Context: an optimization exercise on an open-source flow, tuned for small area. The choices shown serve that exercise and are no tape-out recipe.
In this exercise RTL edits were held to simulation tests only and were not proved equivalent to the original.
Power figures rest on the tool's default switching activity, not on a simulated workload.

==> flow/design.v (excerpt) <==
module lcd_top(
  input clk,
  input rst,
  input PS2_CLK,
  input PS2_DATA,
  output [7:4] DB,
  output LCD_E,
  output LCD_RS,
  output LCD_RW,
  output [7:0] LED
  );
Size in the first run: ~1,600 cells after synthesis, about 330 flip-flops, roughly 16,000 sq um of cells after synthesis.
clock: 20.0 ns
lec_check: 0
abc_area: 1
cap_margin: 20
core_margin: 2
core_utilization: 60
cts_buf_list: sky130_fd_sc_hd__clkbuf_2 sky130_fd_sc_hd__clkbuf_4
cts_cluster_size: 30
slew_margin: 20
run.sh (not shown) runs the stock make flow with config.mk's settings and CLKGATE_MAP_FILE= SYNTH_SCRIPT=/design/flow/synth_recipe.tcl, a recipe that flattens the netlist after the stock synthesis.
The starting point produced a clean layout.
Then changed:
CTS_BUF_LIST = sky130_fd_sc_hd__clkbuf_8   (was sky130_fd_sc_hd__clkbuf_2 sky130_fd_sc_hd__clkbuf_4)
CTS_CLUSTER_DIAMETER = 80   (was unset)
CTS_CLUSTER_SIZE = 16   (was 30)
The changed run went through all stages and came out clean.
Critical path depth is unchanged.
Sequential power hardly moves.
First-iteration DRC count goes down by 3.0%.
Count of clock-buffer cells in the layout goes down by 104.
Combinational power hardly moves.
Worst setup slack gains 0.041 ns.
Cell count goes down by 5.1%.
Routed wire length goes down by 2.5%.
Area after synthesis does not change.
Worst hold slack gains 0.0059 ns.
Then changed:
==> flow/flow/run.sh (new file) <==
#!/bin/bash
# Layout flow: the standard synthesis, then the combinational logic of the
# synthesized netlist is mapped again with a stronger ABC script (registers
# are kept as they are), then the standard layout steps.
set -euo pipefail
W=$PWD
FD=$W/flow
R=$W/orfs/results/$FLOW_PLATFORM/lcd_top/base
LIB=$FLOW_HOME/platforms/$FLOW_PLATFORM/lib/sky130_fd_sc_hd__tt_025C_1v80.lib
YOSYS=$FLOW_HOME/../tools/install/yosys/bin/yosys
[ -x "$YOSYS" ] || YOSYS=yosys

# 1. standard synthesis
bash standard.sh synth > $W/flow_synth.log 2>&1

# 2. remap the combinational logic
cp $R/1_2_yosys.v $W/synth_standard.v
SEQ=$(grep -o "sky130_fd_sc_hd__[a-z0-9_]*" $W/synth_standard.v | sort -u | grep -E "__(df|edf|sdf|dl|conb)" | tr '\n' ' ')
sed "s#@LIB@#$LIB#g; s#@SEQ@#$SEQ#g; s#@IN@#$W/synth_standard.v#g; s#@OUT@#$W/synth_remapped.v#g; s#@ABC@#$FD/remap.abc#g" \
  $FD/remap.ys > $W/remap.ys
ok=0
if $YOSYS -s $W/remap.ys > $W/yosys_remap.log 2>&1; then
  sed "s#@LIB@#$LIB#g; s#@GOLD@#$W/synth_standard.v#g; s#@GATE@#$W/synth_remapped.v#g" $FD/equiv.ys > $W/equiv.ys
  if $YOSYS -s $W/equiv.ys > $W/yosys_equiv.log 2>&1; then ok=1; fi
fi
if [ $ok = 1 ]; then
  cp $W/synth_remapped.v $R/1_2_yosys.v
  rm -f $R/1_synth.odb $R/1_synth.sdc
  echo "remapped netlist in use" > $W/remap_status.txt
else
  echo "remap failed; standard netlist in use" > $W/remap_status.txt
fi

# 3. standard layout steps
bash standard.sh "BUFFER_PORTS_ARGS=-buffer_cell sky130_fd_sc_hd__buf_1" \
  "CTS_ARGS=$(cat $FD/cts_args.txt)" finish > $W/flow_layout.log 2>&1
==> flow/flow/cts_args.txt (new file) <==
-sink_clustering_enable -repair_clock_nets -dont_use_dummy_load -sink_clustering_size 16 -sink_clustering_max_diameter 80 -buf_list sky130_fd_sc_hd__clkbuf_8
==> flow/flow/equiv.ys (new file) <==
read_liberty -ignore_miss_func @LIB@
read_verilog -sv @GOLD@
rename lcd_top gold
read_verilog -sv @GATE@
rename lcd_top gate
flatten gold gate
opt_clean
async2sync
equiv_make gold gate eq
hierarchy -top eq
equiv_simple -seq 2
equiv_induct
equiv_status -assert
==> flow/flow/remap.abc (new file) <==
strash; &get -n; &deepsyn -T 20; &dch -f; &nf -a -R 1000; &put; topo
==> flow/flow/remap.ys (new file) <==
read_liberty -ignore_miss_func @LIB@
blackbox @SEQ@
read_verilog -sv @IN@
hierarchy -top lcd_top
flatten
opt_clean
abc -liberty @LIB@ -dont_use *lpflow* -dont_use *probe* -script @ABC@
opt_clean -purge
stat -liberty @LIB@
write_verilog -noattr -noexpr -nohex -nodec @OUT@
==> flow/standard.sh (new file) <==
#!/bin/bash
# synth_recipe.tcl (not shown) runs the flow's synth.tcl, then flattens the netlist and writes it again
# the make line also repeats each setting of config.mk as NAME=value (left out here)
make -C /OpenROAD-flow-scripts/flow DESIGN_CONFIG=/design/flow/config.mk WORK_HOME=/design/flow/orfs CLKGATE_MAP_FILE= SYNTH_SCRIPT=/design/flow/synth_recipe.tcl "${@:-finish}"
CTS_BUF_LIST = unset   (was sky130_fd_sc_hd__clkbuf_8)
CTS_CLUSTER_DIAMETER = unset   (was 80)
CTS_CLUSTER_SIZE = unset   (was 16)
removed: flow/run.sh
Effect:
- via count went down by about 20%
- hold slack is worse by 0.019 ns
- cell count went down by about 30%
- final area fell by about 13%
- setup slack improved by 1.3 ns
- total power came out lower by about 4%
- wire length fell by 12%
- non-clock buffer count is higher by 6
- die area goes down by 13%
Then changed:
==> flow/run.sh (new file) <==
#!/bin/bash
# synth_recipe.tcl (not shown) runs the flow's synth.tcl, then flattens the netlist and writes it again
# the make line also repeats each setting of config.mk as NAME=value (left out here)
make -C /OpenROAD-flow-scripts/flow DESIGN_CONFIG=/design/flow/config.mk WORK_HOME=/design/flow/orfs CLKGATE_MAP_FILE= SYNTH_SCRIPT=/design/flow/synth_recipe.tcl finish
CTS_BUF_LIST = sky130_fd_sc_hd__clkbuf_4   (was unset)
CTS_CLUSTER_DIAMETER = 60   (was unset)
CTS_CLUSTER_SIZE = 10   (was unset)
removed: flow/flow/run.sh
removed: flow/flow/cts_args.txt
removed: flow/flow/equiv.ys
removed: flow/flow/remap.abc
removed: flow/flow/remap.ys
removed: flow/standard.sh
Hold slack gains 0.022 ns.
Cell area increases by 15%.
Non-clock buffer count decreases by 6.
Count of clock-buffer cells in the layout increases by 32.
Die area increases by 14%.
Then changed:
CORE_UTILIZATION = 40   (was 60)
CTS_CLUSTER_DIAMETER = unset   (was 60)
CTS_CLUSTER_SIZE = unset   (was 10)
=>
- hold slack gets worse by 0.064 ns
- final cell count is higher by 14%
- synthesized area does not change
- die area is higher by 49%
- first-iteration DRC count is lower by 27%
- global-route usage is lower by 8.7 points
- worst setup slack gets worse by 0.13 ns

## port drivers added, routing unchanged
In the flow no input, the clock included, has a driving cell. The finished layouts below were timed again as built, in two steps.
Step 1 (the two cells are an assumption about what drives the block):
set clk [get_ports {clk}]
set_driving_cell -lib_cell sky130_fd_sc_hd__clkbuf_16 $clk
set_driving_cell -lib_cell sky130_fd_sc_hd__buf_2 [delete_from_list [all_inputs] $clk]
Step 2, shift: input delay + t, output delay - t, t = (earliest + latest rising clock arrival at the registers) / 2. This alone moves slack from input paths to output paths.
a / b / c = no drivers / after step 1 / after step 2; a / b = the first two.
run | t, ns | setup WS [ns] | hold WS [ns] | worst data-port slew with drivers (ns)
the first run | 0.709 | 12.253 / 12.208 / 12.917 | 0.407 / 0.407 / 0.407 | 0.03
the second run | 0.621 | 12.294 / 12.250 / 12.871 | 0.412 / 0.412 / 0.412 | 0.03
the third run | 0.582 | 13.554 / 13.511 / 14.093 | 0.393 / 0.393 / 0.393 | 0.05
the fourth run | 0.684 | 12.230 / 12.189 / 12.874 | 0.415 / 0.415 / 0.415 | 0.03
the fifth run | 0.802 | 12.102 / 12.050 / 12.853 | 0.351 / 0.351 / 0.351 | 0.07
After both steps every run listed still meets setup and hold.
